This design comes from an exercise in tuning for small area on the open sky130 flow, not from production work. RTL that was checked went through simulation tests only; none was proved equivalent to the original. Only the layout flow was run in runs 1 to 5; the RTL was not checked for function there. No activity file was given, so power comes from the tool's default toggle rates.

<file path="flow/design.v">
module uart_rx (
    input  wire       clk,
    input  wire       rst,
    input  wire       rx,
    output reg  [7:0] data,
    output reg        valid
);
    reg [1:0] state;    
    reg [8:0] tmr;
    reg [2:0] bi;
    wire hit = (tmr == 9'h093);
    wire [8:0] step = {tmr[7:0], tmr[8] ^ tmr[4]};
    always @(posedge clk) begin
        if (state == 2'd0) tmr <= 9'h1B2;
        else if (hit) tmr <= 9'h1FF;
        else tmr <= step;
        if (state == 2'd2 && hit) data <= {rx, data[7:1]};
    end
    always @(posedge clk) begin
        if (rst) begin
            valid <= 1'b0;
            state <= 2'd0;
            bi    <= 3'd0;
        end else begin
            valid <= (state == 2'd3) && hit;
            case (state)
                2'd0: if (!rx) state <= 2'd1;
                2'd1: if (hit) state <= rx ? 2'd0 : 2'd2;
                2'd2: if (hit) begin
                    bi <= bi + 3'd1;
                    if (bi == 3'd7) state <= 2'd3;
                end
                2'd3: if (hit) state <= 2'd0;
            endcase
        end
    end
endmodule
module firepi_top (
    input  clk_50mhz,
    input  rst,  
    input  uart_rx,  
    output uart_tx,
    input  uart1_rx,  
    output uart1_tx,
    output led_out,  
    output led_solved  
);
    wire clk = clk_50mhz;
    reg [4:0] ph;
    always @(posedge clk) ph <= rst ? 5'd0 : ph + 5'd1;
    wire [3:0] ph4 = ph[3:0];
    wire lowh = ~ph[4];
    wire k0   = (ph == 5'd0);
    wire kend = (ph == 5'd31);
    reg [21:0] dbs;      
    reg blink;           
    wire dbz = (dbs[20:0] == 21'd0);
    always @(posedge clk) begin
        if (rst) begin
            dbs <= 22'd1;
            blink <= 1'b0;
        end else begin
            dbs <= {dbs[20:0], dbs[21] ^ dbs[20] ^ dbz};
            if (dbz && !dbs[21]) blink <= ~blink;
        end
    end
    reg [15:0] lfsr;
    always @(posedge clk)
        if (rst) lfsr <= 16'hACE1;
        else lfsr <= {lfsr[14:0], lfsr[15] ^ lfsr[13] ^ lfsr[12] ^ lfsr[10]};
    wire [7:0] rxd0, rxd1;
    wire rxv0, rxv1;
    uart_rx u_rx0 (.clk(clk), .rst(rst), .rx(uart_rx),  .data(rxd0), .valid(rxv0));
    uart_rx u_rx1 (.clk(clk), .rst(rst), .rx(uart1_rx), .data(rxd1), .valid(rxv1));
    reg [15:0] a0, a1, a2, a3;    
    reg [15:0] b0, b1, b2, b3;    
    reg        gbuf;              
    reg [31:0] acc;               
    wire [3:0] ap = {a3[0], a2[0], a1[0], a0[0]};
    wire [3:0] bp = {b3[0], b2[0], b1[0], b0[0]};
    reg  [3:0] ain, bin;
    reg        accin;
    always @(posedge clk) begin
        a0 <= {ain[0], a0[15:1]};
        a1 <= {ain[1], a1[15:1]};
        a2 <= {ain[2], a2[15:1]};
        a3 <= {ain[3], a3[15:1]};
        b0 <= {bin[0], b0[15:1]};
        b1 <= {bin[1], b1[15:1]};
        b2 <= {bin[2], b2[15:1]};
        b3 <= {bin[3], b3[15:1]};
        acc <= {accin, acc[31:1]};
    end
    localparam S_IDLE = 5'd0,  S_RDR = 5'd1,  S_RDH = 5'd2,  S_RDC = 5'd3,
               S_RDM  = 5'd4,  S_RDE = 5'd5,  S_RDX = 5'd6,  S_A1H = 5'd7,
               S_A1C  = 5'd8,  S_A2Z = 5'd9,  S_A2O = 5'd10, S_A2X = 5'd11,
               S_EXR  = 5'd12, S_EXG = 5'd13, S_MC  = 5'd14, S_MD  = 5'd15,
               S_TX   = 5'd16, S_AP  = 5'd17;
    localparam L_NONE = 3'd0, L_SW13 = 3'd1, L_SW23 = 3'd2, L_H0 = 3'd3,
               L_H1 = 3'd4, L_MEAS = 3'd5;
    reg [4:0] st;
    reg processing, green, meas;
    reg [3:0] tbyte, tslot;
    reg [8:0] tmr;
    reg txr, nb;
    wire tend = (tmr == 9'h093);
    reg fr;
    reg [3:0] idx;
    reg ready;
    reg wpend, wact;
    reg blkp, bact, bcopy, fwd;
    reg [1:0] o;
    reg [2:0] lop;
    reg lact, pro;
    reg [1:0] sub, hi;
    reg [3:0] j;
    reg carry, prev, mcur, mnext, ep, eq;
    reg [13:0] rr;
    localparam [15:0] C4 = 16'd46344;    
    wire isH  = (lop == L_H0) | (lop == L_H1);
    wire h1   = (lop == L_H1);
    wire isM  = (lop == L_MEAS);
    wire isSW = (lop == L_SW13) | (lop == L_SW23);
    wire mv   = isH | isSW;              
    wire st0  = mv & (sub == 2'd0);
    wire st1  = mv & (sub == 2'd1);
    wire [1:0] hp = hi[0] ? (h1 ? 2'd1 : 2'd2) : 2'd0;
    wire [1:0] hq = hi[0] ? 2'd3 : (h1 ? 2'd2 : 2'd1);
    wire hornH = isH & sub[1];
    wire inj  = isM & (sub == 2'd3);
    wire horn = hornH | (isM & ~pro);
    reg [1:0] ni;
    reg [3:0] nj;
    always @(*) begin
        if (pro) begin ni = 2'd0; nj = 4'd15; end
        else if (sub != 2'd3 && sub < hi) begin ni = sub + 2'd1; nj = j; end
        else if (sub != 2'd3 && j == 4'd14) begin ni = 2'd3; nj = j; end
        else if (j != 4'd0) begin ni = 2'd0; nj = j - 4'd1; end
        else begin ni = 2'd0; nj = 4'd15; end
    end
    wire runend = isM & ~pro & (sub == hi) & (j == 4'd0);
    wire [1:0] tring;
    wire [1:0] xsel = isSW ? 2'd3 : isM ? sub : ((sub == 2'd3) ? hq : hp);
    wire [1:0] qsel = !lact ? tring : isSW ? (lop == L_SW13 ? 2'd1 : 2'd2) : isH ? hq : ni;
    wire xr = ap[xsel];
    wire qr = ap[qsel];
    wire ext = (isH & (sub == 2'd3)) ? eq : ep;
    wire xk = lowh ? xr : ext;
    wire mbit = isH ? C4[j] : mcur;
    wire neg = isM & (j == 4'd15) & ~inj;
    wire first = (j == 4'd15) & (isH | (sub == 2'd0));
    wire dbl = isH | (sub == 2'd0);
    wire accp = acc[0];
    wire pm = mbit & xk;
    wire injb = (ph < 5'd14) ? ~rr[ph[3:0]] : 1'b1;
    wire fa_a = st0 ? (isH & xr) : st1 ? accp :
                first ? 1'b0 : dbl ? (k0 ? 1'b0 : prev) : accp;
    wire fa_b = st0 ? qr : st1 ? (isH & ~qr) : inj ? injb : (neg ? ~pm : pm);
    wire cin = k0 ? ((st1 & isH) | neg) : carry;
    wire sum = fa_a ^ fa_b ^ cin;
    wire cout = (fa_a & fa_b) | (cin & (fa_a ^ fa_b));
    wire we_x = lact & ((st0 & lowh) | (hornH & (j == 4'd0) & ~lowh));
    wire we_q = lact & st1 & lowh;
    wire blkreq = (st == S_AP) | (st == S_RDR);
    wire [3:0] wk = idx - 4'd1;
    wire wdat = rxd1[ph4[2:0]];
    integer g;
    always @(*) begin
        for (g = 0; g < 4; g = g + 1) begin
            bin[g] = (wact && lowh && wk[2:1] == g && ph4[3] == ~wk[0]) ? wdat : bp[g];
            if (bact && lowh)
                ain[g] = bcopy ? (fwd ? bin[g] : bp[g]) : ((o == g) && (ph4 == 4'd14));
            else if ((we_x && xsel == g) || (we_q && qsel == g))
                ain[g] = sum;
            else
                ain[g] = ap[g];
        end
        accin = accp;
        if (lact && horn) accin = sum;
        else if (lact && st0 && lowh) accin = xr;
    end
    reg [7:0] cbyte;
    always @(*) begin
        case (tbyte)
            4'd0:  cbyte = 8'hAA;
            4'd9:  cbyte = {7'b0, green};
            4'd11: cbyte = {7'b0011000, o[1]};
            4'd12: cbyte = meas ? {7'b0011000, o[0]} : 8'h4B;
            4'd13: cbyte = 8'h0D;
            4'd14: cbyte = 8'h0A;
            default: cbyte = 8'h00;
        endcase
    end
    wire [2:0] nd = tslot[2:0] - 3'd1;           
    wire ampbyte = (tbyte >= 4'd1) && (tbyte <= 4'd8);
    assign tring = (tbyte[2:0] - 3'd1) >> 1;
    wire tcap = ~ampbyte | (ph4 == {tbyte[0], nd});
    assign uart1_tx = txr | (tbyte > 4'd10);
    assign uart_tx  = txr | (tbyte <= 4'd10);
    assign led_solved = (!processing) && green;
    assign led_out = processing ? blink : (!green);
    always @(posedge clk) begin
        if (st != S_TX) tmr <= 9'h1A4;        
        else if (tend) tmr <= (tslot == 4'd10) ? 9'h1A4 : 9'h1FF;
        else tmr <= {tmr[7:0], tmr[8] ^ tmr[4]};
        if (st != S_TX) tslot <= 4'd0;
        else if (tend) tslot <= (tslot == 4'd10) ? 4'd0 : tslot + 4'd1;
        if (tslot >= 4'd1 && tslot <= 4'd8 && tcap)
            nb <= ampbyte ? qr : cbyte[nd];
    end
    always @(posedge clk) begin
        if (rst) begin
            st <= S_IDLE;
            processing <= 1'b0;
            green <= 1'b1;
            txr <= 1'b1;
            fr <= 1'b0;
            ready <= 1'b0;
            wpend <= 1'b0;
            wact <= 1'b0;
            blkp <= 1'b1;
            bcopy <= 1'b0;
            bact <= 1'b0;
            o <= 2'd0;
            lop <= L_NONE;
            lact <= 1'b0;
        end else begin
            if (rxv1) begin
                if (!fr) begin
                    if (rxd1 == 8'hAA) begin idx <= 4'd0; fr <= 1'b1; end
                end else begin
                    if (idx == 4'd8) gbuf <= rxd1[0];
                    if (idx[3] == 1'b0) wpend <= 1'b1;
                    if (idx == 4'd9) begin ready <= 1'b1; fr <= 1'b0; end
                    else idx <= idx + 4'd1;
                end
            end
            if (st == S_AP) ready <= 1'b0;
            if (kend) begin
                wact <= wpend;
                if (wpend) wpend <= 1'b0;
            end else if (ph == 5'd15) wact <= 1'b0;
            case (st)
                S_IDLE: begin
                    processing <= 1'b0;
                    if (ready) begin
                        processing <= 1'b1;
                        st <= S_AP;
                    end else if (rxv0) begin
                        processing <= 1'b1;
                        case (rxd0)
                            "r": st <= S_RDR;
                            "h": st <= S_RDH;
                            "c": st <= S_RDC;
                            "m": st <= S_RDM;
                            "e": st <= S_RDE;
                            default: st <= S_RDX;
                        endcase
                    end
                end
                S_AP: begin
                    green <= gbuf;
                    blkp <= 1'b1;
                    bcopy <= 1'b1;
                    fwd <= wpend;
                    st <= S_IDLE;
                end
                S_RDR: begin
                    blkp <= 1'b1;
                    bcopy <= 1'b0;
                    o <= 2'd0;
                    st <= S_EXR;
                end
                S_RDH: st <= S_A1H;
                S_RDC: st <= S_A1C;
                S_RDM: st <= S_MC;
                S_RDX: st <= S_IDLE;
                S_RDE: begin
                    meas <= 1'b0;
                    tbyte <= 4'd0;
                    st <= S_TX;
                end
                S_A1H: if (rxv0) begin
                    if (rxd0 == "0") lop <= L_H0;
                    else if (rxd0 == "1") lop <= L_H1;
                    st <= S_EXG;
                end
                S_A1C: if (rxv0) begin
                    st <= (rxd0 == "0") ? S_A2Z : (rxd0 == "1") ? S_A2O : S_A2X;
                end
                S_A2Z, S_A2O, S_A2X: if (rxv0) begin
                    if (st == S_A2Z && rxd0 == "1") lop <= L_SW13;
                    else if (st == S_A2O && rxd0 == "0") lop <= L_SW23;
                    st <= S_EXG;
                end
                S_EXR: begin
                    green <= 1'b1;
                    meas <= 1'b0;
                    tbyte <= 4'd12;
                    st <= S_TX;
                end
                S_EXG: begin
                    green <= 1'b0;
                    meas <= 1'b0;
                    tbyte <= 4'd12;
                    st <= S_TX;
                end
                S_MC: begin
                    rr <= lfsr[13:0];
                    lop <= L_MEAS;
                    st <= S_MD;
                end
                S_MD: begin
                    green <= 1'b1;
                    meas <= 1'b1;
                    tbyte <= 4'd0;
                    st <= S_TX;
                end
                S_TX: begin
                    if (tend) begin
                        if (tslot == 4'd0) txr <= 1'b0;
                        else if (tslot <= 4'd8) txr <= nb;
                        else if (tslot == 4'd9) txr <= 1'b1;
                        else begin
                            if (tbyte == 4'd14) st <= S_IDLE;
                            else if (tbyte == 4'd10 && !meas) tbyte <= 4'd12;
                            else tbyte <= tbyte + 4'd1;
                        end
                    end
                end
                default: st <= S_IDLE;
            endcase
            if (kend) begin
                bact <= blkp;
                if (blkp && !blkreq) blkp <= 1'b0;
                if (!blkp && lop != L_NONE && !lact) begin
                    lact <= 1'b1;
                    sub <= 2'd0; hi <= 2'd0; j <= 4'd15; pro <= 1'b1;
                end
            end
            if (lact && kend) begin
                mcur <= mnext;
                if (isSW) begin
                    sub <= 2'd1;
                    if (sub[0]) begin lop <= L_NONE; lact <= 1'b0; end
                end else if (isH) begin
                    case (sub)
                        2'd0: sub <= 2'd1;
                        2'd1: sub <= 2'd2;
                        2'd2: begin
                            j <= j - 4'd1;
                            if (j == 4'd0) sub <= 2'd3;
                        end
                        2'd3: begin
                            j <= j - 4'd1;
                            if (j == 4'd0) begin
                                sub <= 2'd0;
                                hi <= 2'd1;
                                if (hi[0]) begin lop <= L_NONE; lact <= 1'b0; end
                            end
                        end
                    endcase
                end else if (isM) begin
                    pro <= 1'b0;
                    sub <= ni;
                    j <= nj;
                    if (runend) begin
                        if (!sum || hi == 2'd2) begin
                            o <= sum ? 2'd3 : hi;
                            lop <= L_NONE; lact <= 1'b0;
                            blkp <= 1'b1; bcopy <= 1'b0;
                        end else hi <= hi + 2'd1;
                    end
                end
            end
        end
    end
    always @(posedge clk) begin
        carry <= cout;
        prev <= accp;
        if (lact && ph == 5'd15) begin
            if (st0 && isH) ep <= fa_a ^ fa_b ^ cout;
            if (st1 && isH) eq <= fa_a ^ fa_b ^ cout;
            if (isM) ep <= xr;
        end
        if (lact && isM && lowh && ph4 == nj) mnext <= qr;
    end
endmodule
</file>
<file path="flow/run.sh">
#!/bin/bash
# synth_recipe.tcl (not shown) runs the flow's synth.tcl, then flattens the netlist and writes it again
# the make line also repeats each setting of config.mk as NAME=value (left out here)
make -C /OpenROAD-flow-scripts/flow DESIGN_CONFIG=/design/flow/config.mk WORK_HOME=/design/flow/orfs CLKGATE_MAP_FILE= SYNTH_SCRIPT=/design/flow/synth_recipe.tcl finish
</file>
<file path="flow/config.mk">
export PLATFORM = sky130hd
export DESIGN_NAME = firepi_top
export DESIGN_NICKNAME = firepi_top
export VERILOG_FILES = /design/flow/design.v
export SDC_FILE = /design/flow/constraint.sdc
export NUM_CORES = 4
export LEC_CHECK = 0
export ABC_AREA = 1
export CAP_MARGIN = 20
export CORE_MARGIN = 2
export CORE_UTILIZATION = 40
export CTS_BUF_LIST = sky130_fd_sc_hd__clkbuf_2
export SLEW_MARGIN = 20
</file>
<file path="flow/constraint.sdc">
create_clock -name core_clock -period 20.0 [get_ports {clk_50mhz}]
set_input_delay 4.0000 -clock core_clock [delete_from_list [all_inputs] [get_ports {clk_50mhz}]]
set_output_delay 4.0000 -clock core_clock [all_outputs]
set_load 0.01 [all_outputs]
</file>
==> notes.md, run 1 <==
Async S/R FF share, synth 0%; vias in the first global route 8,293; CP Capture Type primary output; DP Area 12,280 µm²; Post-Syn Nets 1,309; fillers 2,820; die area 30,970 µm²; cell area after layout 12,990 µm²; Slew @ Worst Pin 0.8316 ns; multi-input combinational cell area 3950 µm²; RR Endpoint hi[0]; most frequent cell after synthesis dfxtp_1; distinct cell type count after synthesis 58; initial antenna violation count 2; status complete, no violations; vias after detailed routing 8,491; Worst-path clk slew 0.10 ns; Critical Path Source tbyte[2]; Syn Inst Count 1,270; Vias/cell 4.760; Internal Pwr Total 0.9057 mW; P_leak 5.544 nW; CTS tree done; Synth Register Bits 325; DRC violations left 0; Min Hold Slack 0.2690 ns; CTS max path bufs 3; layout cell share with drive strength beyond 1 12.59%; Layout area overhead 9.815%; initial core utilization 40.88%; Max FO, Critical Path 8; depth of the CTS H-tree 3; max cap viols 0; sw frac 30.01%; Critical Path RT 16.00 ns; critical path endpoint uart_tx; RD Place Congestion 0.8814; CTS root buf clkbuf_2; Yosys top cell area share 45.69%; RR Startpoint ph[0]; r2r worst-path depth 15; gr ovfl total 0; Post-synth top cells dfxtp_1 (270), inv_1 (181), nand2_1 (180), nor2_1 (151), o21ai_0 (73); initial DRC count 535; WL final 23.12 mm; hold_buf cts 0; Slew HR 44.49%; Comb power frac 12.9%; largest net degree at the start of global routing 66; Post-synth EDFFs 55; Sequential Power Share 55.6%; area leader, netlist dfxtp_1; max frequency 0.1545 GHz; Seq/Total Area, Yosys 59.65%; post-CTS sizing 0; prevailing post-synth register cell dfxtp_1; num rows 62; Syn Std Cell Area 11,830 µm²; 1st-pass router iterations 5; Clock Power Share 31.5%; Top Ports 8; worst endpoint data arrival time 2.47 ns; global-route wire length before repair 39.21 mm; number of port buffers 7; Mean Syn Cell Area 9.315 µm²; GR Util All Layers 15.60%; Period minus WS final 6.474 ns; Worst Skew 0.09006 ns; ranking of synthesized cells by area dfxtp_1 (46%), edfxtp_1 (14%), inv_1 (5.7%); Die Wd 176.0 µm; Skew-Pair Late Insertion Delay 0.86 ns; post-DP HPWL 16.12 mm; crit path launch type register; maximum vdd drop 0.00003601 V; average wire per standard cell 12.96 µm; CTS Buf Count 79; type of the worst setup path register to primary output; Post-CTS Setup Repair Bufs 0; power per standard cell area 99.61 nW/µm²; switching pwr 0.3884 mW; Ys Warns 2; internal reg-to-reg setup slack 15.94 ns; final hold viol count 0; Nets 1,377; register area 7057 µm²; Worst Hold Class register to register; Routed Antenna Nets 0; Clock Sinks 325; area of the core 28,940 µm²; final setup vio count 0; setup TNS 0 ns; crit share post-route 32.37%; Die Span Y 176.0 µm; fin. max-slew vios 0; RSZ-0062 raised after global routing false
## flip-flops by register name, summed over array words and instances, names as in the netlist, 5 cells and up, named ones only
signal	flops
a2	16
u_rx0.data	8
dbs	22
acc	32
b2	16
u_rx1.tmr	9
tmr	9
rr	14
u_rx0.tmr	9
a3	16
b0	16
u_rx1.data	8
lfsr	16
ph	5
b1	16
st	5
a0	16
a1	16
b3	16
## placed cells by master, fill, tap and decap left out, drive strengths merged, types with 2 or more instances in the layout
cell type      count
clkinvlp           3
o31ai              6
o221ai             4
clkdlybuf4s50      6
a21oi             70
a31oi              8
nand2            191
nor3              25
buf                3
clkinv            22
fa                 2
edfxtp            55
inv              191
nor4              17
nand4             16
a221oi             4
xor2              11
nand3             55
o21ai             79
clkbuf           116
diode              2
nor2             155
or2               11
xnor2              7
a211oi             5
ha                33
dfxtp            270
o211ai            10
o22ai              7
## layout make-up
| cell class | instances | share of cell area (%) |
|---|---|---|
| sequential | 325 | 54.32 |
| multi-input combinational | 732 | 30.41 |
| clock buffer | 116 | 4.469 |
| tap | 384 | 3.698 |
| inverter | 191 | 5.557 |
| antenna | 2 | 0.03852 |
| timing repair buffer | 9 | 0.6164 |
| clock inverter | 25 | 0.8957 |
## per-stage QoR
step	cells	setup slack [ns]	power [mW]	util (%)
2_1_floorplan	1270	14.60	0.8567	-
3_3_place_gp	1641	14.23	0.8977	42.45
3_5_place_dp	1641	14.15	0.8996	42.45
4_1_cts	1782	13.43	1.317	44.85
5_1_grt	1784	13.27	1.386	44.90
6_report	1784	13.53	1.294	44.90
## power by group through the flow
stage / Clock (mW) / Sequential, mW / Combinational (mW)
after global placement: 0 / 0.734 / 0.164
after detailed placement: 0 / 0.734 / 0.166
after floorplan: 0 / 0.725 / 0.131
after global routing: 0.468 / 0.725 / 0.193
after CTS: 0.432 / 0.719 / 0.167
final: 0.408 / 0.720 / 0.167
## routing by layer
metal / track usage (%) / share of wire [%] / routed length, µm / vias up
met2: 23.54 / 44 / 10090 / 217
li1: - / - / - / 4344
met1: 21.33 / 48 / 11100 / 3889
met5: 0 / 0 / 0 / -
met3: 3.510 / 6.0 / 1380 / 41
met4: 7.335 / 2.4 / 546 / 0
## how the worst min path moves through the flow
stage,end,slack (ns),startpoint,cells past startpoint
4_1_cts,b2[6],0.27,b2[7],0
6_report,a3[14],0.27,a3[15],0
3_3_place_gp,a3[6],0.31,a3[7],0
5_1_grt,b2[6],0.28,b2[7],0
2_1_floorplan,a0[0],0.31,a0[1],0
3_5_place_dp,a1[6],0.31,a1[7],0
## logic make-up after synthesis
logic type	synth area share (%)
simple gates	17.95
flops	59.65
compound gates	10.12
mux	0.09518
fa+ha+maj	3.829
xor+xnor	1.333
buf+inv	7.023
## worst max-delay path, cell delays in order, from the launching register on
cell and delay (ns):
edfxtp_1 0.51, inv_1 0.13, nand2_1 0.07, nor3_1 0.24
nor2_1 0.07, nand2_1 0.06, clkdlybuf4s50_1 0.52
==> inputs of run 2 (changes only) <==
--- a/flow/config.mk
+++ b/flow/config.mk
@@ -11,3 +11,3 @@
 export CORE_UTILIZATION = 40
-export CTS_BUF_LIST = sky130_fd_sc_hd__clkbuf_2
+export CTS_BUF_LIST = sky130_fd_sc_hd__clkbuf_4
 export SLEW_MARGIN = 20
==> notes.md, run 2 <==
met1 GRT Util 21.07%; initial core utilization 40.88%; Worst-path clk slew 0.07 ns; Sequential Power Share 51.1%; 1st-pass router iterations 5; area leader, netlist dfxtp_1; RD Place Congestion 0.8814; global-route wire length before repair 39.43 mm; Comb power frac 11.9%; maximum vdd drop 0.00003910 V; max cap viols 0; setup TNS 0 ns; DRC violations left 0; most frequent CP cell nand2_1; DP Worst Slack 14.15 ns; P_leak 5.597 nW; CP Capture Type primary output; number of port buffers 7; layout cell share with drive strength beyond 1 12.59%; Clock Power Share 37.0%; Critical Path RT 16.00 ns; CTS Buf Count 81; GR Util All Layers 15.77%; Worst Hold Class register to register; Slew HR 45.04%; average wire per standard cell 13.14 µm; RSZ-0062 raised after global routing false; CTS tree done; Syn Inst Count 1,270; Top Registers acc x32, dbs x22; Post-synth top cells dfxtp_1 (270), inv_1 (181), nand2_1 (180), nor2_1 (151), o21ai_0 (73); initial DRC count 580; Period minus WS final 6.304 ns; area of the core 28,940 µm²; gr ovfl total 0; Vias/cell 4.796; Slew @ Worst Pin 0.8233 ns; Min Hold Slack 0.2877 ns; Die Wd 176.0 µm; ranking of synthesized cells by area dfxtp_1 (46%), edfxtp_1 (14%), inv_1 (5.7%); Seq/Total Area, Yosys 59.65%; Max FO, Critical Path 8; Layout area overhead 12.22%; sw frac 27.61%; Post-synth EDFFs 55; Skew-Pair Late Insertion Delay 0.71 ns; fin. max-slew vios 0; WL final 23.38 mm; Post-Syn Nets 1,309; Worst Skew 0.06197 ns; max reg flops 32; Syn Std Cell Area 11,830 µm²; Yosys top cell area share 45.69%; final setup vio count 0; max frequency 0.1586 GHz; GR Layer Usage met2 23.61%; CTS root buf clkbuf_4; prevailing post-synth register cell dfxtp_1; status complete, no violations; Die Span Y 176.0 µm; most frequent cell after synthesis dfxtp_1; distinct cell type count after synthesis 58; post-DP HPWL 16.12 mm; most frequent cells in the layout dfxtp_1 (270), inv_1 (181), nand2_1 (180); switching pwr 0.3898 mW; depth of the CTS H-tree 3; hold_buf cts 0; crit share post-route 31.52%; Routed Antenna Nets 0; Internal Pwr Total 1.022 mW; Post-CTS Setup Repair Bufs 0; Top Ports 8; Nets 1,379; most common cell after layout, fill and taps aside dfxtp_1; initial antenna violation count 2; num rows 62; worst endpoint data arrival time 2.30 ns; CP max stage cell clkdlybuf4s50_1; crit path launch type register; Mean Syn Cell Area 9.315 µm²; largest net degree at the start of global routing 66; Async S/R FF share, synth 0%; Synth Register Bits 325; Setup WS post-layout 13.70 ns; Ys Warns 2; power per standard cell area 106.3 nW/µm²; final hold viol count 0; CP peak stage delay 0.52 ns; vias in the first global route 8,333; die area 30,970 µm²; DP Area 12,280 µm²; type of the worst setup path register to primary output; Biggest register acc; post-CTS sizing 0; Clock Sinks 325; CP Cell Sequence inv_1 > nand2_1 > nor3_1 > nor2_1 > nand2_1 > clkdlybuf4s50_1; CTS max path bufs 3; cell area after layout 13,280 µm²; Top Usage Layer GRT met2; vias after detailed routing 8,532; GRT met3 Usage 4.414%
run 2: cell counts after synthesis:
Identical to the previous run, type by type.
run 2: cell type report:
class                   instances  area [µm²]
fillers                      2811       15660
flip-flops and latches        325        7057
multi-input cells             732        3950
clock buffers                 112       840.8
inverters                     191       721.9
well taps                     384       480.5
clock inverters                21       132.6
repair buffers                  9       80.08
diodes                          5       12.51
run 2: final timing paths:
| kind | startpoint | end | slack (ns) | depth (start not counted) |
|---|---|---|---|---|
| max reg2reg | ph[0] | hi[0] | 15.89 | 17 |
| min reg2reg | a3[15] | a3[14] | 0.29 | 0 |
| max | tbyte[2] | uart_tx | 13.70 | 6 |
| min | a3[15] | a3[14] | 0.29 | 0 |
run 2: per-stage QoR:
stage	std cells	power (mW)	util [%]
floorplan	1270	0.8567	-
global placement	1641	0.8977	42.45
detailed placement	1641	0.8996	42.45
CTS	1774	1.434	45.81
global route	1779	1.502	45.88
finish	1779	1.412	45.88
run 2: power by group through the flow:
stage                     combinational (mW)  clock (mW)  sequential (mW)
after floorplan                        0.131           0            0.725
after global placement                 0.164           0            0.734
after detailed placement               0.166           0            0.734
after CTS                              0.168       0.546            0.720
after global routing                   0.194       0.583            0.725
final                                  0.168       0.523            0.721
run 2: layer usage:
metal / share of wire [%] / wire length, µm
met5: 0 / 0
met1: 48 / 11120
met3: 6.0 / 1411
met2: 43 / 10090
met4: 3.2 / 756
run 2: critical path: cells and delay by family, from the launching register on:
family                 cells  cell delay, ns
DFF                        1            0.50
and+or+nand+nor            4            0.45
buffers and inverters      2            0.65
run 2: cell families (layout without fill, tap and decap cells):
family,count (synthesis),count (layout),share of synthesized area (%)
other,0,5,0
muxes,1,1,0.09518
adders and majority gates,35,35,3.829
xor gates and xnor gates,18,18,1.333
buffers and inverters,213,333,7.023
and+or+nand+nor,474,474,17.95
DFF,325,325,59.65
AOI/OAI and AO/OA,204,204,10.12
==> inputs of run 3 (changes only) <==
--- a/flow/config.mk
+++ b/flow/config.mk
@@ -11,3 +11,5 @@
 export CORE_UTILIZATION = 40
-export CTS_BUF_LIST = sky130_fd_sc_hd__clkbuf_4
+export CTS_BUF_LIST = sky130_fd_sc_hd__clkbuf_8
+export CTS_CLUSTER_DIAMETER = 50
+export CTS_CLUSTER_SIZE = 20
 export SLEW_MARGIN = 20
==> notes.md, run 3 <==
1st-pass router iterations 5; vias in the first global route 7,696; initial DRC count 628; Max FO, Critical Path 8; Syn Std Cell Area 11,830 µm²; post-CTS sizing 0; P_leak 5.369 nW; Clock Sinks 325; RSZ-0062 raised after global routing false; Slew HR 46.64%; Post-Syn Nets 1,309; Biggest register acc; initial core utilization 40.88%; average wire per standard cell 13.25 µm; total power 1.309 mW; post-DP HPWL 16.12 mm; Syn Inst Count 1,270; fin cells 1,693; post-synthesis compound-gate area fraction 10.12%; crit share post-route 31.17%; fin. max-slew vios 0; Yosys top cell area share 45.69%; gr ovfl total 0; Period minus WS final 6.233 ns; Worst-path clk slew 0.11 ns; number of port buffers 7; Post-synth top cells dfxtp_1 (270), inv_1 (181), nand2_1 (180), nor2_1 (151), o21ai_0 (73); final setup vio count 0; Mean Syn Cell Area 9.315 µm²; Async S/R FF share, synth 0%; layout cell share with drive strength beyond 1 7.869%; hold path depth 0; Vias/cell 4.800; num rows 62; max reg flops 32; RD Place Congestion 0.8814; Worst Skew 0.03675 ns; most frequent CP cell nand2_1; ranking of synthesized cells by area dfxtp_1 (46%), edfxtp_1 (14%), inv_1 (5.7%); sw frac 29.92%; die area 30,970 µm²; DP Worst Slack 14.15 ns; adder-cell share of the synthesized area 3.829%; Ys Warns 2; Slew @ Worst Pin 0.7992 ns; r2r worst-path depth 17; Skew-Pair Late Insertion Delay 0.61 ns; area leader, netlist dfxtp_1; final hold viol count 0; Clock Power Share 32.3%; main combinational cell family by area after synthesis simple AND/OR/NAND/NOR gates; switching pwr 0.3917 mW; Synth Register Bits 325; Sequential Power Share 55.0%; power per standard cell area 101.0 nW/µm²; Top Registers acc x32, dbs x22; n_diodes 0; Die Span Y 176.0 µm; Die Wd 176.0 µm; CTS max path bufs 3; worst endpoint data arrival time 2.23 ns; distinct cell type count after synthesis 58; CTS tree done; global-route wire length before repair 37.96 mm; GR Util All Layers 14.96%; max frequency 0.1604 GHz; Nets 1,327; Top Ports 8; most common cell after layout, fill and taps aside dfxtp_1; vias after detailed routing 8,126; initial antenna violation count 1; Post-CTS Setup Repair Bufs 0; most frequent cell after synthesis dfxtp_1; CP peak stage delay 0.52 ns; max cap viols 0; status complete, no violations; Internal Pwr Total 0.9176 mW; maximum vdd drop 0.00004448 V; Setup WS post-layout 13.77 ns; placed insts 1,641; Routed Antenna Nets 0; area of the core 28,940 µm²; CP max stage cell edfxtp_1; CTS Buf Count 29; simple logic cell fraction of the synthesized area 17.95%; largest net degree at the start of global routing 66; Layout area overhead 9.550%; Worst Hold Class register to register; depth of the CTS H-tree 1; Seq/Total Area, Yosys 59.65%; hold_buf cts 0; DP Area 12,280 µm²; DRC violations left 0; CTS root buf clkbuf_8; CP Cell Sequence inv_1 > nand2_1 > nor3_1 > nor2_1 > nand2_1 > clkdlybuf4s50_1; WL final 22.43 mm; most frequent cells in the layout dfxtp_1 (270), inv_1 (183), nand2_1 (180); type of the worst setup path register to primary output; fillers 2,799; crit path launch type register; Comb power frac 12.7%; Synth Area in XOR/XNOR 1.333%; cell area after layout 12,960 µm²; Post-synth EDFFs 55; Critical Path RT 16.00 ns; setup TNS 0 ns; proportion of synthesized area in mux cells 0.09519%; prevailing post-synth register cell dfxtp_1; CP Capture Type primary output
==> run 3: cell counts after synthesis <==
No cell type changed its count.
==> run 3: cell families (layout without fill, tap and decap cells) <==
family,count (synthesis),after routing
and+or+nand+nor,474,474
DFF,325,325
adders and majority gates,35,35
xor gates and xnor gates,18,18
muxes,1,1
buffers and inverters,213,252
AOI/OAI and AO/OA,204,204
==> run 3: per-layer routing <==
metal	vias to the layer above	wire (µm)	global-route usage, %
met5	-	0	0
met4	0	669	4.752
met3	45	1315	2.972
met2	175	9494	22.83
met1	3713	10950	21.39
li1	4193	-	-
==> run 3: final timing paths <==
check	startpoint	end	slack, ns
worst min register to register	a1[9]	a1[8]	0.32
worst min-delay path	a1[9]	a1[8]	0.32
worst max register to register	ph[0]	hi[0]	15.92
worst max-delay path	tbyte[2]	uart_tx	13.77
==> run 3: power by group through the flow <==
stage	Sequential (mW)	Clock, mW	Combinational (mW)
6_report	0.720	0.423	0.166
5_1_grt	0.725	0.468	0.193
4_1_cts	0.719	0.441	0.167
3_5_place_dp	0.734	0	0.166
3_3_place_gp	0.734	0	0.164
2_1_floorplan	0.725	0	0.131
==> run 3: layout make-up <==
| class | count | area [µm²] | share of cell area [%] |
|---|---|---|---|
| Clock buffer | 31 | 426.7 | 3.292 |
| Timing Repair Buffer | 9 | 80.08 | 0.6179 |
| Multi-Input combinational cell | 732 | 3950 | 30.48 |
| Sequential cell | 325 | 7057 | 54.45 |
| Tap cell | 384 | 480.5 | 3.707 |
| Inverter | 191 | 721.9 | 5.571 |
| Clock inverter | 21 | 244.0 | 1.883 |
==> run 3: critical path, delay by kind of cell (launching register included) <==
kind | cells | cell delay (ns)
buffers and inverters | 2 | 0.65
flip-flops | 1 | 0.52
AND/OR/NAND/NOR | 4 | 0.45
==> run 3: stage by stage <==
step	hold slack [ns]	utilization, %
after floorplan	0.3096	-
after global placement	0.3105	42.45
after CTS	0.3274	44.76
final	0.3237	44.79
after global routing	0.3279	44.79
after detailed placement	0.3121	42.45
==> inputs of run 4 (changes only) <==
--- a/flow/config.mk
+++ b/flow/config.mk
@@ -11,5 +11,5 @@
 export CORE_UTILIZATION = 40
-export CTS_BUF_LIST = sky130_fd_sc_hd__clkbuf_8
-export CTS_CLUSTER_DIAMETER = 50
-export CTS_CLUSTER_SIZE = 20
+export CTS_BUF_LIST = sky130_fd_sc_hd__clkbuf_16
+export CTS_CLUSTER_DIAMETER = 60
+export CTS_CLUSTER_SIZE = 30
 export SLEW_MARGIN = 20
==> notes.md, run 4 <==
Critical Path RT 16.00 ns; num rows 62; status complete, no violations; Top Registers acc x32, dbs x22; register area 7057 µm²; number of port buffers 7; CP Capture Type primary output; Post-synth EDFFs 55; Period minus WS final 6.154 ns; RD Place Congestion 0.8814; max cap viols 0; Comb power frac 11.6%; Seq/Total Area, Yosys 59.65%; most frequent cells in the layout dfxtp_1 (270), inv_1 (181), nand2_1 (180); CTS Buf Count 24; max reg flops 32; Min Hold Slack 0.3200 ns; initial antenna violation count 1; RSZ-0062 raised after global routing false; post-DP HPWL 16.12 mm; Top Ports 8; Worst Hold Class register to register; DRC violations left 0; crit path launch type register; final setup vio count 0; distinct cell type count after synthesis 58; Slew @ Worst Pin 0.8028 ns; die area 30,970 µm²; Post-synth top cells dfxtp_1 (270), inv_1 (181), nand2_1 (180), nor2_1 (151), o21ai_0 (73); switching pwr 0.4237 mW; Mean Syn Cell Area 9.315 µm²; most common cell after layout, fill and taps aside dfxtp_1; worst endpoint data arrival time 2.15 ns; placed insts 1,641; initial core utilization 40.88%; P_leak 5.474 nW; Die Wd 176.0 µm; maximum vdd drop 0.00005293 V; fin. max-slew vios 0; area of the core 28,940 µm²; fin util 45.92%; internal reg-to-reg setup slack 15.96 ns; most frequent cell after synthesis dfxtp_1; fillers 2,754; Worst-path clk slew 0.10 ns; Async S/R FF share, synth 0%; Slew HR 46.41%; Yosys top cell area share 45.69%; largest net degree at the start of global routing 66; Layout area overhead 12.32%; Worst Skew 0.02630 ns; Syn Inst Count 1,270; vias in the first global route 7,697; Ys Warns 2; GR Util All Layers 14.97%; vias after detailed routing 8,097; hold_buf cts 0; setup TNS 0 ns; initial DRC count 610; global-route wire length before repair 37.99 mm; Syn Std Cell Area 11,830 µm²; ranking of synthesized cells by area dfxtp_1 (46%), edfxtp_1 (14%), inv_1 (5.7%); 1st-pass router iterations 5; Biggest register acc; Post-CTS Setup Repair Bufs 0; Vias/cell 4.808; sw frac 29.39%; Post-Syn Nets 1,309; max frequency 0.1625 GHz; crit share post-route 30.77%; post-CTS sizing 0; type of the worst setup path register to primary output; final hold viol count 0; Internal Pwr Total 1.018 mW; CTS root buf clkbuf_16; area leader, netlist dfxtp_1; Skew-Pair Late Insertion Delay 0.55 ns; CTS max path bufs 3; Die Span Y 176.0 µm; power per standard cell area 108.5 nW/µm²; CTS tree done; n_diodes 0; Sequential Power Share 49.9%; prevailing post-synth register cell dfxtp_1; multi-input combinational cell area 3950 µm²; depth of the CTS H-tree 1; gr ovfl total 0; layout cell share with drive strength beyond 1 7.385%; WL final 22.62 mm; Clock Power Share 38.5%; average wire per standard cell 13.43 µm; Nets 1,322; Synth Register Bits 325; Routed Antenna Nets 0; Clock Sinks 325; fin cells 1,684; Max FO, Critical Path 8
-- run 4: cell counts after synthesis --
No cell type changed its count.
-- run 4: worst max-delay path, cell delays in order, from the launching register on --
cell and delay, ns:
edfxtp_1 0.51, inv_1 0.13, nand2_1 0.08, nor3_1 0.25, nor2_1 0.07, nand2_1 0.06, clkdlybuf4s50_1 0.52
-- run 4: worst paths after layout --
check | from | to | cells after the start
setup reg to reg | ph[0] | hi[0] | 17
hold / removal | b2[13] | b2[12] | 0
setup / recovery | tbyte[2] | uart_tx | 6
hold reg to reg | b2[13] | b2[12] | 0
-- run 4: kinds of logic after synthesis --
family | count (synthesis) | share of synthesized area [%]
and+or+nand+nor | 474 | 17.95
xor gates and xnor gates | 18 | 1.333
muxes | 1 | 0.09518
AOI/OAI and AO/OA | 204 | 10.12
DFF | 325 | 59.65
adders and majority gates | 35 | 3.829
buffers and inverters | 213 | 7.023
-- run 4: power by group through the flow --
| stage | combinational [mW] | sequential (mW) | clock, mW |
|---|---|---|---|
| floorplan | 0.131 | 0.725 | 0 |
| global placement | 0.164 | 0.734 | 0 |
| detailed placement | 0.166 | 0.734 | 0 |
| CTS | 0.167 | 0.719 | 0.569 |
| global route | 0.194 | 0.725 | 0.599 |
| finish | 0.167 | 0.720 | 0.555 |
-- run 4: metal layers --
metal	wire [µm]	track usage (%)	vias to the layer above	share of wire (%)
li1	-	-	4166	-
met1	10980	21.39	3726	49
met2	9651	23.20	165	43
met3	1343	2.735	40	5.9
met4	637	4.477	0	2.8
met5	0	0	-	0
-- run 4: per-stage QoR --
| step | power [mW] | setup WS, ns | cell area (µm²) |
|---|---|---|---|
| after floorplan | 0.8567 | 14.60 | 11830 |
| after global placement | 0.8977 | 14.23 | 12280 |
| after detailed placement | 0.8996 | 14.15 | 12280 |
| after CTS | 1.455 | 13.84 | 13280 |
| after global routing | 1.517 | 13.67 | 13290 |
| final | 1.441 | 13.85 | 13290 |
-- run 4: layout make-up --
cell class              instances  area share [%]
clock buffers                  26           4.896
repair buffers                  9          0.6026
inverters                     191           5.433
clock inverters                17           2.618
flip-flops and latches        325           53.11
multi-input cells             732           29.73
well taps                     384           3.616
==> inputs of run 5 (changes only) <==
--- a/flow/design.v
+++ b/flow/design.v
@@ -7,12 +7,11 @@
 );
-    reg [1:0] state;    
+    reg [3:0] rs;
     reg [8:0] tmr;
-    reg [2:0] bi;
+    wire idle = (rs == 4'd1);
     wire hit = (tmr == 9'h093);
-    wire [8:0] step = {tmr[7:0], tmr[8] ^ tmr[4]};
     always @(posedge clk) begin
-        if (state == 2'd0) tmr <= 9'h1B2;
+        if (idle) tmr <= 9'h1B2;
         else if (hit) tmr <= 9'h1FF;
-        else tmr <= step;
-        if (state == 2'd2 && hit) data <= {rx, data[7:1]};
+        else tmr <= {tmr[7:0], tmr[8] ^ tmr[4]};
+        if (rs[3] && hit) data <= {rx, data[7:1]};
     end
@@ -21,15 +20,11 @@
             valid <= 1'b0;
-            state <= 2'd0;
-            bi    <= 3'd0;
+            rs <= 4'd1;
         end else begin
-            valid <= (state == 2'd3) && hit;
-            case (state)
-                2'd0: if (!rx) state <= 2'd1;
-                2'd1: if (hit) state <= rx ? 2'd0 : 2'd2;
-                2'd2: if (hit) begin
-                    bi <= bi + 3'd1;
-                    if (bi == 3'd7) state <= 2'd3;
-                end
-                2'd3: if (hit) state <= 2'd0;
-            endcase
+            valid <= (rs == 4'd0) && hit;
+            if (idle) begin
+                if (!rx) rs <= 4'd7;
+            end else if (hit) begin
+                if (rs == 4'd7 && rx) rs <= 4'd1;
+                else rs <= rs + 4'd1;
+            end
         end
@@ -93,10 +88,9 @@
     end
-    localparam S_IDLE = 5'd0,  S_RDR = 5'd1,  S_RDH = 5'd2,  S_RDC = 5'd3,
-               S_RDM  = 5'd4,  S_RDE = 5'd5,  S_RDX = 5'd6,  S_A1H = 5'd7,
-               S_A1C  = 5'd8,  S_A2Z = 5'd9,  S_A2O = 5'd10, S_A2X = 5'd11,
-               S_EXR  = 5'd12, S_EXG = 5'd13, S_MC  = 5'd14, S_MD  = 5'd15,
-               S_TX   = 5'd16, S_AP  = 5'd17;
-    localparam L_NONE = 3'd0, L_SW13 = 3'd1, L_SW23 = 3'd2, L_H0 = 3'd3,
-               L_H1 = 3'd4, L_MEAS = 3'd5;
-    reg [4:0] st;
+    localparam S_IDLE = 4'd0,  S_RDR = 4'd1,  S_RDM = 4'd2,  S_RDE = 4'd3,
+               S_RDX  = 4'd4,  S_A1H = 4'd5,  S_A1C = 4'd6,  S_A2Z = 4'd7,
+               S_A2O  = 4'd8,  S_A2X = 4'd9,  S_EXR = 4'd10, S_EXG = 4'd11,
+               S_MC   = 4'd12, S_MD  = 4'd13, S_TX  = 4'd14, S_AP  = 4'd15;
+    localparam L_NONE = 3'd0, L_SW13 = 3'd2, L_SW23 = 3'd3, L_H0 = 3'd4,
+               L_H1 = 3'd5, L_MEAS = 3'd6;
+    reg [3:0] st;
     reg processing, green, meas;
@@ -113,3 +107,3 @@
     reg [2:0] lop;
-    reg lact, pro;
+    reg lact;
     reg [1:0] sub, hi;
@@ -119,6 +113,7 @@
     localparam [15:0] C4 = 16'd46344;    
-    wire isH  = (lop == L_H0) | (lop == L_H1);
-    wire h1   = (lop == L_H1);
-    wire isM  = (lop == L_MEAS);
-    wire isSW = (lop == L_SW13) | (lop == L_SW23);
+    wire isH  = lop[2] & ~lop[1];
+    wire h1   = lop[0];
+    wire isM  = lop[2] & lop[1];
+    wire isSW = ~lop[2] & lop[1];
+    wire pro  = (hi == 2'd3);           
     wire mv   = isH | isSW;              
@@ -143,3 +138,3 @@
     wire [1:0] xsel = isSW ? 2'd3 : isM ? sub : ((sub == 2'd3) ? hq : hp);
-    wire [1:0] qsel = !lact ? tring : isSW ? (lop == L_SW13 ? 2'd1 : 2'd2) : isH ? hq : ni;
+    wire [1:0] qsel = !lact ? tring : isSW ? {lop[0], ~lop[0]} : isH ? hq : ni;
     wire xr = ap[xsel];
@@ -183,9 +178,9 @@
     always @(*) begin
-        case (tbyte)
-            4'd0:  cbyte = 8'hAA;
-            4'd9:  cbyte = {7'b0, green};
-            4'd11: cbyte = {7'b0011000, o[1]};
-            4'd12: cbyte = meas ? {7'b0011000, o[0]} : 8'h4B;
-            4'd13: cbyte = 8'h0D;
-            4'd14: cbyte = 8'h0A;
+        case (tbyte[2:0])
+            3'd7: cbyte = 8'hAA;
+            3'd0: cbyte = {7'b0, green};
+            3'd2: cbyte = {7'b0011000, o[1]};
+            3'd3: cbyte = meas ? {7'b0011000, o[0]} : 8'h4B;
+            3'd4: cbyte = 8'h0D;
+            3'd5: cbyte = 8'h0A;
             default: cbyte = 8'h00;
@@ -193,8 +188,9 @@
     end
-    wire [2:0] nd = tslot[2:0] - 3'd1;           
-    wire ampbyte = (tbyte >= 4'd1) && (tbyte <= 4'd8);
-    assign tring = (tbyte[2:0] - 3'd1) >> 1;
-    wire tcap = ~ampbyte | (ph4 == {tbyte[0], nd});
-    assign uart1_tx = txr | (tbyte > 4'd10);
-    assign uart_tx  = txr | (tbyte <= 4'd10);
+    wire [2:0] nd = tslot[2:0];                   
+    wire ampbyte = tbyte[3];
+    assign tring = tbyte[2:1];
+    wire tcap = ~ampbyte | (ph4 == {~tbyte[0], nd});
+    wire ans = ~tbyte[3] & (tbyte[2:1] == 2'b01 || tbyte[2:1] == 2'b10);
+    assign uart1_tx = txr | ans;
+    assign uart_tx  = txr | ~ans;
     assign led_solved = (!processing) && green;
@@ -203,7 +199,7 @@
         if (st != S_TX) tmr <= 9'h1A4;        
-        else if (tend) tmr <= (tslot == 4'd10) ? 9'h1A4 : 9'h1FF;
+        else if (tend) tmr <= (tslot == 4'd9) ? 9'h1A4 : 9'h1FF;
         else tmr <= {tmr[7:0], tmr[8] ^ tmr[4]};
-        if (st != S_TX) tslot <= 4'd0;
-        else if (tend) tslot <= (tslot == 4'd10) ? 4'd0 : tslot + 4'd1;
-        if (tslot >= 4'd1 && tslot <= 4'd8 && tcap)
+        if (st != S_TX) tslot <= 4'd15;
+        else if (tend) tslot <= (tslot == 4'd9) ? 4'd15 : tslot + 4'd1;
+        if (!tslot[3] && tcap)
             nb <= ampbyte ? qr : cbyte[nd];
@@ -252,4 +248,4 @@
                             "r": st <= S_RDR;
-                            "h": st <= S_RDH;
-                            "c": st <= S_RDC;
+                            "h": st <= S_A1H;
+                            "c": st <= S_A1C;
                             "m": st <= S_RDM;
@@ -273,4 +269,2 @@
                 end
-                S_RDH: st <= S_A1H;
-                S_RDC: st <= S_A1C;
                 S_RDM: st <= S_MC;
@@ -279,3 +273,3 @@
                     meas <= 1'b0;
-                    tbyte <= 4'd0;
+                    tbyte <= 4'd7;
                     st <= S_TX;
@@ -298,3 +292,3 @@
                     meas <= 1'b0;
-                    tbyte <= 4'd12;
+                    tbyte <= 4'd3;
                     st <= S_TX;
@@ -304,3 +298,3 @@
                     meas <= 1'b0;
-                    tbyte <= 4'd12;
+                    tbyte <= 4'd3;
                     st <= S_TX;
@@ -315,3 +309,3 @@
                     meas <= 1'b1;
-                    tbyte <= 4'd0;
+                    tbyte <= 4'd7;
                     st <= S_TX;
@@ -320,8 +314,8 @@
                     if (tend) begin
-                        if (tslot == 4'd0) txr <= 1'b0;
-                        else if (tslot <= 4'd8) txr <= nb;
-                        else if (tslot == 4'd9) txr <= 1'b1;
+                        if (tslot == 4'd15) txr <= 1'b0;
+                        else if (!tslot[3]) txr <= nb;
+                        else if (tslot == 4'd8) txr <= 1'b1;
                         else begin
-                            if (tbyte == 4'd14) st <= S_IDLE;
-                            else if (tbyte == 4'd10 && !meas) tbyte <= 4'd12;
+                            if (tbyte == 4'd5) st <= S_IDLE;
+                            else if (tbyte == 4'd1 && !meas) tbyte <= 4'd3;
                             else tbyte <= tbyte + 4'd1;
@@ -337,3 +331,3 @@
                     lact <= 1'b1;
-                    sub <= 2'd0; hi <= 2'd0; j <= 4'd15; pro <= 1'b1;
+                    sub <= 2'd0; hi <= {2{lop[2] & lop[1]}}; j <= 4'd15;
                 end
@@ -363,3 +357,3 @@
                 end else if (isM) begin
-                    pro <= 1'b0;
+                    if (pro) hi <= 2'd0;
                     sub <= ni;
--- a/flow/config.mk
+++ b/flow/config.mk
@@ -11,5 +11,5 @@
 export CORE_UTILIZATION = 40
-export CTS_BUF_LIST = sky130_fd_sc_hd__clkbuf_16
-export CTS_CLUSTER_DIAMETER = 60
-export CTS_CLUSTER_SIZE = 30
+export CTS_BUF_LIST = sky130_fd_sc_hd__clkbuf_4
+export CTS_CLUSTER_DIAMETER = 40
+export CTS_CLUSTER_SIZE = 10
 export SLEW_MARGIN = 20
==> notes.md, run 5 <==
max frequency 0.1618 GHz; CTS Buf Count 45; number of port buffers 7; Die Span Y 174.5 µm; Synth Register Bits 321; CTS root buf clkbuf_4; num rows 62; CP max stage cell clkdlybuf4s50_1; die area 30,460 µm²; post-CTS sizing 0; Worst Hold Class register to register; Worst-path clk slew 0.10 ns; cell area after layout 12,690 µm²; hold_buf cts 0; area leader, netlist dfxtp_1; average wire per standard cell 12.71 µm; post-synthesis compound-gate area fraction 8.421%; CP Capture Type primary output; prevailing post-synth register cell dfxtp_1; crit path launch type register; crit share post-route 30.90%; Seq/Total Area, Yosys 59.88%; most common cell after layout, fill and taps aside dfxtp_1; Post-synth EDFFs 54; DP Area 12,120 µm²; CP Cell Sequence ha_1 > nand2_1 > nand2_1 > clkdlybuf4s50_1; Syn Std Cell Area 11,630 µm²; Min Hold Slack 0.3229 ns; most frequent CP cell nand2_1; area of the core 28,700 µm²; initial DRC count 453; CP peak stage delay 0.52 ns; layout cell share with drive strength beyond 1 9.823%; CTS max path bufs 3; CP top delay family buffers and inverters; 1st-pass router iterations 7; Clock Sinks 321; final setup vio count 0; Critical Path RT 16.00 ns; Worst Skew 0.02796 ns; Async S/R FF share, synth 0%; Mean Syn Cell Area 9.382 µm²; Routed Antenna Nets 0; adder-cell share of the synthesized area 4.646%; Top Registers acc x32, dbs x22; RD Place Congestion 0.8698; Die Wd 174.5 µm; P_leak 5.408 nW; Metal-1 WL 10.42 mm; proportion of synthesized area in mux cells 0%; Slew @ Worst Pin 0.9563 ns; status complete, no violations; Period minus WS final 6.180 ns; CTS tree done; Max FO, Critical Path 8; vias after detailed routing 7,989; Vias/cell 4.733; Synth Area in XOR/XNOR 1.506%; simple logic cell fraction of the synthesized area 18.80%; Syn Inst Count 1,240; distinct cell type count after synthesis 52; WL final 21.46 mm; most frequent cell after synthesis dfxtp_1; Biggest register acc; Nets 1,325; fin. max-slew vios 0; global-route wire length before repair 36.40 mm; max reg flops 32; final hold viol count 0; fillers 2,810; GR Util All Layers 14.48%; DRC violations left 0; Yosys top cell area share 45.95%; setup TNS 0 ns; gr ovfl total 0; Ys Warns 2; fin util 44.21%; initial core utilization 40.53%; total power 1.265 mW; initial antenna violation count 1; Skew-Pair Late Insertion Delay 0.65 ns; maximum vdd drop 0.00003464 V; largest net degree at the start of global routing 61; main combinational cell family by area after synthesis simple AND/OR/NAND/NOR gates; post-DP HPWL 15.25 mm; worst endpoint data arrival time 2.18 ns; Slew HR 35.86%; Met2 Wirelength 9.435 mm; power per standard cell area 99.68 nW/µm²; ranking of synthesized cells by area dfxtp_1 (46%), edfxtp_1 (14%), nand2_1 (5.9%); type of the worst setup path register to primary output; vias in the first global route 7,607; max cap viols 0; routed wl met3 1.076 mm; Post-CTS Setup Repair Bufs 0; most frequent cells in the layout dfxtp_1 (267), nand2_1 (183), inv_1 (176); Worst Path Buf+Inv 1; Top Ports 8; depth of the CTS H-tree 2; Post-Syn Nets 1,286; RSZ-0062 raised after global routing false; Layout area overhead 9.066%; Post-synth top cells dfxtp_1 (267), nand2_1 (183), inv_1 (176), nor2_1 (139), nand3_1 (69); DR top layer met4
run 5: cell count changes in the layout (fill, tap and decap cells not counted), sizes merged, moves of 4 or more:
cell / delta
nand3: +18
inv: -4
o21ai: -18
a221oi: -4
nor3: -5
or2: +5
nand4: +7
nor2: -6
a21oi: -19
clkbuf: +28
ha: +7
nor4: -10
run 5: metal layers:
layer / vias up / GRT usage [%]
met5: - / 0
met4: 0 / 5.035
met3: 44 / 3.281
met2: 168 / 22.69
met1: 3653 / 19.77
li1: 4124 / -
run 5: stage by stage:
stage               setup WS (ns)  cells
floorplan                   14.47   1240
global placement            13.73   1616
detailed placement          13.71   1616
CTS                         13.76   1687
global route                13.69   1688
finish                      13.82   1688
run 5: worst register-to-register path: stages (launching register included):
cell and delay [ns]:
dfxtp_1 0.85, clkinv_1 0.60, o21ai_0 0.29, o21ai_0 0.11, nand3_1 0.11, nand2_1 0.12
a21oi_1 0.15, nand3_1 0.11, nand2_1 0.09, o21bai_1 0.09, fa_1 0.59, nor2_1 0.18
inv_1 0.09, nand2_1 0.14, nand2_1 0.06, a21oi_1 0.27, a21boi_0 0.22
run 5: final timing paths:
| check | start | to | slack (ns) | depth (start not counted) |
|---|---|---|---|---|
| setup reg to reg | ph[0] | lact | 15.86 | 16 |
| hold reg to reg | b3[6] | b3[5] | 0.32 | 0 |
| hold / removal | b3[6] | b3[5] | 0.32 | 0 |
| setup / recovery | tbyte[2] | uart1_tx | 13.82 | 4 |
run 5: kinds of logic after synthesis:
family | Yosys count
AO/OA/AOI/OAI | 165
buffers and inverters | 206
adder cells (fa/ha/maj) | 42
AND/OR/NAND/NOR | 486
XOR/XNOR | 20
flip-flops | 321
run 5: layout make-up:
cell class,instances,area (µm²),share of cell area [%]
clock buffer,54,405.4,3.195
tap,384,480.5,3.787
timing repair buffer,8,72.57,0.5719
clock inverter,17,162.7,1.282
antenna,1,2.502,0.01972
sequential,321,6967,54.91
inverter,190,713.2,5.621
multi-input combinational,713,3885,30.62
run 5: power breakdown:
part	switching [mW]	leakage, nW	total (mW)	internal, mW
clock	0.218	0.327	0.377	0.159
combinational	0.111	2.43	0.172	0.0602
sequential	0.0250	2.65	0.716	0.691
total	0.354	5.41	1.26	0.911
==> inputs of run 6 (changes only) <==
--- a/flow/design.v
+++ b/flow/design.v
@@ -117,3 +117,3 @@
     wire isSW = ~lop[2] & lop[1];
-    wire pro  = (hi == 2'd3);           
+    wire pro  = (hi == 2'd3);            
     wire mv   = isH | isSW;              
@@ -124,16 +124,10 @@
     wire hornH = isH & sub[1];
-    wire inj  = isM & (sub == 2'd3);
-    wire horn = hornH | (isM & ~pro);
-    reg [1:0] ni;
-    reg [3:0] nj;
-    always @(*) begin
-        if (pro) begin ni = 2'd0; nj = 4'd15; end
-        else if (sub != 2'd3 && sub < hi) begin ni = sub + 2'd1; nj = j; end
-        else if (sub != 2'd3 && j == 4'd14) begin ni = 2'd3; nj = j; end
-        else if (j != 4'd0) begin ni = 2'd0; nj = j - 4'd1; end
-        else begin ni = 2'd0; nj = 4'd15; end
-    end
-    wire runend = isM & ~pro & (sub == hi) & (j == 4'd0);
+    wire mhorn = isM & ~pro & ~sub[0];
+    wire madd  = isM & ~pro & sub[0];
+    wire horn = hornH | mhorn;
+    wire [1:0] ni = pro ? 2'd0 : sub[0] ? hi + 2'd1 : hi;
+    wire [3:0] nj = (pro | sub[0]) ? 4'd15 : j - 4'd1;
     wire [1:0] tring;
-    wire [1:0] xsel = isSW ? 2'd3 : isM ? sub : ((sub == 2'd3) ? hq : hp);
+    wire [1:0] xsel = isSW ? 2'd3 : isM ? (madd ? {2{ph[4]}} : hi) :
+                      ((sub == 2'd3) ? hq : hp);
     wire [1:0] qsel = !lact ? tring : isSW ? {lop[0], ~lop[0]} : isH ? hq : ni;
@@ -144,11 +138,12 @@
     wire mbit = isH ? C4[j] : mcur;
-    wire neg = isM & (j == 4'd15) & ~inj;
-    wire first = (j == 4'd15) & (isH | (sub == 2'd0));
-    wire dbl = isH | (sub == 2'd0);
+    wire neg = mhorn & (j == 4'd15);
+    wire first = (j == 4'd15) & horn;
     wire accp = acc[0];
     wire pm = mbit & xk;
-    wire injb = (ph < 5'd14) ? ~rr[ph[3:0]] : 1'b1;
-    wire fa_a = st0 ? (isH & xr) : st1 ? accp :
-                first ? 1'b0 : dbl ? (k0 ? 1'b0 : prev) : accp;
-    wire fa_b = st0 ? qr : st1 ? (isH & ~qr) : inj ? injb : (neg ? ~pm : pm);
+    wire [15:0] rpos = {rr[1:0], 2'b00, rr[13:2]};
+    wire injb = (ph < 5'd14) ? 1'b0 : (ph >= 5'd28) ? 1'b1 : rpos[ph[3:0]];
+    wire fa_a = st0 ? (isH & xr) : (st1 | madd) ? accp :
+                (horn & ~first & ~k0) ? prev : 1'b0;
+    wire fa_b = st0 ? qr : st1 ? (isH & ~qr) :
+                madd ? ((hi == 2'd0) ? injb : xr) : (neg ? ~pm : pm);
     wire cin = k0 ? ((st1 & isH) | neg) : carry;
@@ -156,3 +151,3 @@
     wire cout = (fa_a & fa_b) | (cin & (fa_a ^ fa_b));
-    wire we_x = lact & ((st0 & lowh) | (hornH & (j == 4'd0) & ~lowh));
+    wire we_x = lact & ((st0 & lowh) | (hornH & (j == 4'd0) & ~lowh) | madd);
     wire we_q = lact & st1 & lowh;
@@ -302,3 +297,3 @@
                 S_MC: begin
-                    rr <= lfsr[13:0];
+                    rr <= ~lfsr[13:0];
                     lop <= L_MEAS;
@@ -358,5 +353,7 @@
                     if (pro) hi <= 2'd0;
-                    sub <= ni;
-                    j <= nj;
-                    if (runend) begin
+                    else if (!sub[0]) begin
+                        j <= j - 4'd1;
+                        if (j == 4'd0) sub <= 2'd1;
+                    end else begin
+                        sub <= 2'd0;
                         if (!sum || hi == 2'd2) begin
--- a/flow/config.mk
+++ b/flow/config.mk
@@ -11,5 +11,5 @@
 export CORE_UTILIZATION = 40
-export CTS_BUF_LIST = sky130_fd_sc_hd__clkbuf_4
-export CTS_CLUSTER_DIAMETER = 40
-export CTS_CLUSTER_SIZE = 10
+export CTS_BUF_LIST = sky130_fd_sc_hd__clkbuf_8
+export CTS_CLUSTER_DIAMETER = 60
+export CTS_CLUSTER_SIZE = 16
 export SLEW_MARGIN = 20
==> notes.md, run 6 <==
placed insts 1,582; Die Span Y 173.4 µm; distinct cell type count after synthesis 50; max cap viols 0; Min Hold Slack 0.3070 ns; Post-synth EDFFs 54; type of the worst setup path register to primary output; Slew @ Worst Pin 0.7896 ns; GR Util All Layers 14.02%; crit share post-route 30.25%; CTS Buf Count 26; vias in the first global route 7,254; largest net degree at the start of global routing 55; average wire per standard cell 12.75 µm; Top Ports 8; most frequent cell after synthesis dfxtp_1; max frequency 0.1653 GHz; Post-CTS Setup Repair Bufs 0; Yosys top cell area share 46.59%; status complete, no violations; CTS tree done; final setup vio count 0; area of the core 28,470 µm²; Top Registers acc x32, dbs x22; Seq/Total Area, Yosys 60.72%; vias after detailed routing 7,574; number of port buffers 7; num rows 62; fin. max-slew vios 0; Period minus WS final 6.050 ns; crit path launch type register; fillers 2,780; Async S/R FF share, synth 0%; gr ovfl total 0; post-DP HPWL 14.62 mm; Layout area overhead 8.331%; CTS root buf clkbuf_8; layout cell share with drive strength beyond 1 8.636%; Worst Hold Class register to register; hold_buf cts 0; initial antenna violation count 0; fin util 43.66%; maximum vdd drop 0.00005988 V; Skew-Pair Late Insertion Delay 0.58 ns; Setup WS post-layout 13.95 ns; Syn Std Cell Area 11,470 µm²; total power 1.239 mW; prevailing post-synth register cell dfxtp_1; depth of the CTS H-tree 1; power per standard cell area 99.64 nW/µm²; WL final 20.69 mm; setup TNS 0 ns; die area 30,050 µm²; DP Worst Slack 14.32 ns; Biggest register acc; cell area after layout 12,430 µm²; Post-synth top cells dfxtp_1 (267), nand2_1 (183), inv_1 (160), nor2_1 (123), nand3_1 (68); initial DRC count 407; most frequent cells in the layout dfxtp_1 (267), nand2_1 (183), inv_1 (166); CTS max path bufs 3; Die Wd 173.4 µm; Mean Syn Cell Area 9.498 µm²; final hold viol count 0; fin cells 1,623; register area 6967 µm²; initial core utilization 40.30%; max reg flops 32; global-route wire length before repair 35.13 mm; Slew HR 47.29%; CP Capture Type primary output; Routed Antenna Nets 0; Vias/cell 4.667; multi-input combinational cell area 3722 µm²; worst endpoint data arrival time 2.05 ns; RSZ-0062 raised after global routing false; n_diodes 0; Ys Warns 2; DRC violations left 0; Post-Syn Nets 1,248; RD Place Congestion 0.8875; area leader, netlist dfxtp_1; Critical Path RT 16.00 ns; P_leak 5.179 nW; Syn Inst Count 1,208; DP Area 11,940 µm²; post-CTS sizing 0; Worst Skew 0.02722 ns; Nets 1,266; ranking of synthesized cells by area dfxtp_1 (47%), edfxtp_1 (14%), nand2_1 (6.0%); Worst-path clk slew 0.10 ns; Synth Register Bits 321; Max FO, Critical Path 8; 1st-pass router iterations 5; most common cell after layout, fill and taps aside dfxtp_1; Clock Sinks 321
==> run 6: cell count changes after synthesis, moves of 5 or more <==
cell	before	now
ha_1	40	34
inv_1	176	160
inv_2	11	20
nand2_2	5	10
nor2_1	139	123
nor3_1	20	13
nor4_1	7	12
o21ai_0	52	57
o22ai_1	10	3
==> run 6: worst max-delay path, cell delays in order, from the launching register on <==
cell and delay [ns]:
edfxtp_1 0.51, ha_1 0.35, nand2_1 0.05, nand2_1 0.05
clkdlybuf4s50_1 0.52
==> run 6: cell type report <==
class,count,share of cell area [%]
clock buffers,30,3.322
clock inverters,11,0.5939
inverters,184,5.577
multi-input cells,684,29.95
flip-flops and latches,321,56.05
well taps,384,3.866
repair buffers,9,0.6443
==> run 6: cell families after synthesis <==
family	synth area share [%]
and+or+nand+nor	18.15
DFF	60.72
buffers and inverters	6.859
AOI/OAI and AO/OA	8.615
adders and majority gates	4.057
xor gates and xnor gates	1.603
==> run 6: final timing paths <==
kind / startpoint / endpoint / slack, ns / cells after the start
setup / recovery: tbyte[2] / uart1_tx / 13.95 / 4
hold / removal: a1[11] / a1[10] / 0.31 / 0
setup reg to reg: lop[1] / hi[0] / 15.70 / 24
hold reg to reg: a1[11] / a1[10] / 0.31 / 0
==> run 6: power by group <==
| group | internal, mW | switching [mW] |
|---|---|---|
| Combinational | 0.0640 | 0.111 |
| Clock | 0.140 | 0.207 |
| Sequential | 0.690 | 0.0255 |
| Total | 0.895 | 0.344 |
==> run 6: routing by layer <==
metal  track usage (%)  wire length [µm]
met1             20.26             10420
met2             21.45              8819
met3             2.456               921
met4             4.273               531
met5                 0                 0

==> static timing again, ports no longer ideal <==
No port has a modelled driver above. Below, the same layouts with a new extraction and two added sets of constraints.
Step 1 (the two cells are an assumption about what drives the block):
set clk [get_ports {clk_50mhz}]
set_driving_cell -lib_cell sky130_fd_sc_hd__clkbuf_16 $clk
set_driving_cell -lib_cell sky130_fd_sc_hd__buf_2 [delete_from_list [all_inputs] $clk]
Step 2 times the ports against the registers' clock, not the clock port: input delays grow and output delays shrink by t, the midpoint of the rising clock arrivals with the driver on.
Three values: ideal ports, drivers, drivers and shift; two values: the first two.
run	t (ns)	slack for setup (ns)	worst setup path at the end	latest minus earliest clock arrival (ns)	slew at the worst register clock pin (ns)
run 1	0.852	13.527 / 13.485 / 14.175	input to register	0.092 / 0.093	0.11 / 0.11
run 2	0.724	13.697 / 13.651 / 14.163	input to register	0.063 / 0.063	0.07 / 0.07
run 3	0.638	13.766 / 13.721 / 14.208	input to register	0.037 / 0.036	0.11 / 0.11
run 4	0.583	13.846 / 13.799 / 14.168	input to register	0.027 / 0.027	0.10 / 0.10
run 5	0.685	13.820 / 13.775 / 13.730	input to register	0.034 / 0.034	0.11 / 0.11
run 6	0.608	13.951 / 13.908 / 14.343	input to register	0.029 / 0.028	0.11 / 0.11
After both steps setup and hold are still met in every run listed. The setup slack of run 5, which loses most, moves by -0.045 ns with the drivers and by -0.090 ns with both steps.
